From an optimization exercise on the open Yosys and OpenROAD flow, aimed at small area; shortcuts taken in it are not production practice. Function was checked by simulation only, so behaviour that the tests miss may differ from the original.

## flow/design.v (module list and top-level ports; edited modules follow where they fit)
// module synapse: 1107 lines
// module fa: 4 lines
// module ha: 4 lines
module synapse #(
    parameter DW = 16, T_DW = 4
)(
    input wire clk,
    input wire rst,
    input wire en,
    input wire [DW - 1 : 0] weights_w,
    input wire write_enable,
    output reg [DW - 1 : 0] weights_r,
    input wire read_enable,
    input wire [7:0] pre_spiking,
    output reg signed [DW - 1 : 0] spking_value,
    output reg post_en,
    input wire update_en,
    input wire signed [DW - 1 : 0] learning_rate
    );
  // ...
==> flow/flow/run.sh <==
#!/bin/bash
# The standard layout, with the port buffers made from the smallest
# buffer cell instead of the default one.
set -euo pipefail
bash standard.sh "BUFFER_PORTS_ARGS=-buffer_cell sky130_fd_sc_hd__buf_1" finish > standard.log 2>&1
==> flow/standard.sh <==
#!/bin/bash
# synth_recipe.tcl (not shown) runs the flow's synth.tcl, then flattens the netlist and writes it again
# the make line also repeats each setting of config.mk as NAME=value (left out here)
make -C /OpenROAD-flow-scripts/flow DESIGN_CONFIG=/design/flow/config.mk WORK_HOME=/design/flow/orfs CLKGATE_MAP_FILE= SYNTH_SCRIPT=/design/flow/synth_recipe.tcl "${@:-finish}"
==> flow/config.mk <==
export PLATFORM = sky130hd
export DESIGN_NAME = synapse
export DESIGN_NICKNAME = synapse
export VERILOG_FILES = /design/flow/design.v
export SDC_FILE = /design/flow/constraint.sdc
export NUM_CORES = 4
export LEC_CHECK = 0
export CAP_MARGIN = 20
export CORE_MARGIN = 2
export CORE_UTILIZATION = 65
export SLEW_MARGIN = 20
export SYNTH_HIERARCHICAL = 1
export SYNTH_MINIMUM_KEEP_SIZE = 0
==> flow/constraint.sdc <==
create_clock -name core_clock -period 14.0 [get_ports {clk}]
set_input_delay 2.8000 -clock core_clock [delete_from_list [all_inputs] [get_ports {clk}]]
set_output_delay 2.8000 -clock core_clock [all_outputs]
set_load 0.01 [all_outputs]
==> results.txt, run 1 <==
status timing/DRC/antenna clean; mean area per synthesized cell 11.1 um2; top post-synthesis cells by area fa_1 35%, dfxtp_1 17%, mux4_2 6.5%; antenna violations before repair 0; comb_multi_in 1,376; cells after synthesis 1,680; commonest non-fill, non-tap cells in the layout 302 x fa_1, 190 x nand2_1, 159 x dfxtp_1, 125 x nor2b_1, 117 x xnor2_1; PortBufs 78; Avg Vias per Cell 5.99; global routing met2 resource utilization 50.1%; total die area 30,100 um2; Top Ports 79; top cell category multi-input gates; WP data arrival 13.85 ns; worst hold path depth 2; Antenna Cells 0; flop and latch count out of synthesis 178; Peak Freq 74.2 MHz; Crit. path cell count 36; Vias 12,800; post-DP HPWL 34,600 um; DR WL met3 3280 um; DRT Pass-1 Iters 6; CTS max path bufs 2; WHS Endpoint delay_for_mul1; Critical Path Source Type register; Inverters 24; fraction of area in registers 18.5%; hold path start done; post-route ant nets 0; register area share after synthesis 20.0%; Mapped Area 18,700 um2; Fin Clk Skew 0.0136 ns; htree depth 4; clk root buf clkbuf_16; pre-CTS setup slack -0.216 ns; grt met1 use 46.2%; Crit. End Element register; Final clock-cell share 2.98%
==> run 2, diff against run 1 <==
==> flow/run.sh (new file) <==
#!/bin/bash
# synth_recipe.tcl (not shown) runs the flow's synth.tcl, then flattens the netlist and writes it again
# the make line also repeats each setting of config.mk as NAME=value (left out here)
make -C /OpenROAD-flow-scripts/flow DESIGN_CONFIG=/design/flow/config.mk WORK_HOME=/design/flow/orfs CLKGATE_MAP_FILE= SYNTH_SCRIPT=/design/flow/synth_recipe.tcl finish
removed: flow/flow/run.sh
removed: flow/standard.sh
==> results.txt, run 2 <==
clk root buf clkbuf_16 (unchanged); GP Congestion 0.956 (was 0.928); most common cell in the netlist fa_1 (unchanged); flop and latch count out of synthesis 178 (unchanged); mean area per synthesized cell 11.1 um2 (unchanged); fillers 2,128 (was 2,160); cells after synthesis 1,680 (unchanged); final worst slack 0.447 ns (was 0.519 ns); Row Count 62 (unchanged); worst r2r src x2c[1] (was y1[1]); worst reg2reg setup slack 0.45 ns (was 0.52 ns); CP Class reg -> reg (unchanged); pre-CTS setup slack -0.257 ns (was -0.216 ns); syn_nets 2,100 (unchanged); Synth top cells by count 328 x fa_1, 191 x nand2_1, 162 x dfxtp_1 (unchanged); CTS max path bufs 2 (unchanged); Area growth syn-to-layout 10.4% (was 7.82%); vias in the first global route 13,400 (about the same); commonest non-fill, non-tap cell in the layout fa_1 (unchanged); Critical Path Source Type register (unchanged); total die area 30,100 um2 (unchanged); Peak Freq 73.8 MHz (was 74.2 MHz); top post-synthesis cells by area fa_1 35%, dfxtp_1 17%, mux4_2 6.5% (unchanged); post-layout min period 13.55 ns (was 13.48 ns); Hold Vio Cnt, Final 0 (unchanged); post-route ant nets 0 (unchanged); Pins Over Slew Limit 0 (unchanged); core area 28,500 um2 (unchanged); Top Ports 79 (unchanged); top cell type by total area after synthesis fa_1 (unchanged); number of synthesized flops with an enable pin 16 (unchanged); Buf/Inv on CP 0 (unchanged); all-layer global routing usage 32.4% (was 32.3%); relative slew slack 28.1% (was 32.0%); CP dominant cell by count fa_2 (unchanged); status timing/DRC/antenna clean (unchanged); initial core utilization 65.5% (unchanged); Fin Clk Skew 0.0130 ns (was 0.0136 ns); Worst Hold Class reg -> reg (unchanged); detailed-route wire length per cell 21.6 um (was 21.3 um); drt drc 0 (unchanged); WP data arrival 13.92 ns (was 13.85 ns); CTS Hold Buffers Added 0 (unchanged); commonest non-fill, non-tap cells in the layout 304 x fa_1, 191 x nand2_1, 159 x dfxtp_1, 126 x nor2b_1, 117 x xnor2_1 (was 302 x fa_1, 190 x nand2_1, 159 x dfxtp_1, 125 x nor2b_1, 117 x xnor2_1); WHS Endpoint delay_for_mul1 (unchanged); crit share post-route 96.8% (was 96.3%); Main synth FF type dfxtp_1 (unchanged); Netlist cell types 52 (unchanged); Avg Vias per Cell 6.02 (was 5.99); Crit Path Max Fanout 3 (was 4); async set-or-reset flop fraction in the synthesized netlist 0% (unchanged); hold path start done (unchanged); GR Overflow Total 0 (unchanged); Critical Path RT 14.36 ns (was 14.37 ns); DRT Pass-1 Iters 5 (was 6); layout cells sized above 1 13.5% (was 13.9%); number of buffers created by CTS 17 (unchanged); Top delay family on crit path adder cells (unchanged); total of max-cap violations 0 (unchanged); PortBufs 78 (unchanged); Vias 12,800 (about the same); Yosys top cell area share 35.2% (unchanged); Mapped Area 18,700 um2 (unchanged); htree depth 4 (unchanged); CP max stage cell fa_2 (unchanged); number of warnings issued by yosys 7 (unchanged); first-pass GRT wire length 75,000 um (was 74,600 um); die span in x 173 um (unchanged); initial drt markers 1,165 (was 1,171); CTS tree yes (unchanged); Post-Route WL 45,800 um (was 45,400 um); register area share after synthesis 20.0% (unchanged); Reg2Reg Depth 36 (unchanged); Crit. End Element register (unchanged); post-DP HPWL 34,900 um (was 34,600 um); largest net degree at the start of global routing 70 (unchanged); Critical R2R Capture weights[15] (unchanged); Worst-Margin Slew 1.08 ns (was 1.02 ns); Final Setup Violations 0 (unchanged); Sink Count 178 (unchanged); CTS clk-pin slew, worst paths 0.08 ns (about the same); critical path's largest stage delay 0.59 ns (was 0.58 ns); worst skew pair latency 0.46 ns (about the same); antenna violations before repair 0 (unchanged); final net count 2,149 (was 2,152); worst hold path depth 2 (unchanged); Die H 173 um (unchanged)
-- run 2: cell count changes in the layout (fill, tap and decap cells not counted), sizes merged --
| cell | delta |
|---|---|
| clkinvlp | -1 |
| clkinv | +1 |
| buf | -79 |
| clkdlybuf4s50 | +77 |
| diode | +1 |
| inv | -1 |
| bufinv | +1 |
| clkbuf | -1 |
-- run 2: worst min-delay path, delay by kind of cell (launching register included) --
kind | cells | cell delay [ns]
flip-flops | 1 | 0.32
multiplexers | 1 | 0.06
AND/OR/NAND/NOR | 1 | 0.08
-- run 2: worst max-delay path by stage --
| stage | slack, ns | cells past startpoint | to | from |
|---|---|---|---|---|
| after global placement | 0.02 | 36 | weights[15] | y1[1] |
| final | 0.45 | 36 | weights[15] | x2c[1] |
| after detailed placement | -0.26 | 36 | weights[15] | y1[1] |
| after global routing | -0.02 | 36 | weights[15] | x2c[1] |
| after CTS | 0.04 | 36 | weights[15] | y1[1] |
| after floorplan | 0.28 | 36 | weights[15] | y1[1] |
-- run 2: cell type report --
type | count | area [um2] | share of cell area (%)
Timing Repair Buffer | 132 | 1180 | 5.73
Clock inverter | 15 | 205 | 0.996
Inverter | 24 | 95.1 | 0.461
Multi-Input combinational cell | 1376 | 14500 | 70.3
Antenna cell | 1 | 2.50 | 0.0121
Tap cell | 384 | 480 | 2.33
Sequential cell | 178 | 3730 | 18.1
Clock buffer | 17 | 425 | 2.06
-- run 2: kinds of logic (layout without fill, tap and decap cells) --
family,after synthesis,in the layout,synth area share (%)
mux,146,146,11.6
simple gates,535,535,14.3
buf+inv,126,188,3.04
flops,178,178,20.0
other cells,0,1,0
xor+xnor,156,156,7.54
fa+ha+maj,374,374,38.3
compound gates,165,165,5.33
-- run 2: stage by stage --
stage	instances	utilization (%)	setup TNS [ns]	hold slack [ns]	instance area (um2)
4_1_cts	2120	72.0	0	0.502	20500
3_5_place_dp	2083	69.6	-0.257	0.476	19800
2_1_floorplan	1680	-	0	0.440	18700
5_1_grt	2126	72.4	-0.0240	0.518	20600
6_report	2127	72.4	0	0.494	20600
3_3_place_gp	2083	69.6	0	0.458	19800
-- run 2: metal layers --
metal,wire [um],share of wire [%],global-route usage (%),vias to the layer above
li1,-,-,-,5662
met1,19500,43,46.3,6624
met2,22500,49,51.7,458
met3,2920,6.4,5.96,67
met4,947,2.1,8.55,0
met5,0,0,0,-
-- run 2: per-module statistics from Yosys (local to each module, per instance) --
module	flops+latches	times used	cell area, um2
fa	0	328	20.0
synapse	178	1	11700
ha	0	35	12.5
-- run 2: timing repair --
| action | 4_1_cts | 5_1_grt |
|---|---|---|
| setup buffers | 5 | 5 |
| pin swaps | 15 | 24 |
| setup endpoints to repair | 1 | 1 |
| gates resized for setup | 9 | 21 |
| hold endpoints to repair | 0 | 0 |

what the ideal ports hide:
In the flow no input, the clock included, has a driving cell. The finished layouts below were timed again as built, in two steps.
Step 1: set_driving_cell puts a clkbuf_16 on clk and a buf_2 on each other input, an assumption about the parent block.
Step 2 times the ports against the registers' clock, not the clock port: input delays grow and output delays shrink by t, the midpoint of the rising clock arrivals with the driver on.
Three values: ideal, step 1, step 2; two values: the first two.
run | shift t [ns] | slack for setup (ns) | worst setup path after step 2 | clock arrival spread, ns | worst slew at a driven data input, ns
run 1 | 0.507 | 0.519 / 0.519 / 0.519 | register to register | 0.014 / 0.014 | 0.06
run 2 | 0.505 | 0.447 / 0.447 / 0.447 | register to register | 0.014 / 0.014 | 0.05
After both steps setup and hold are still met in every run listed.
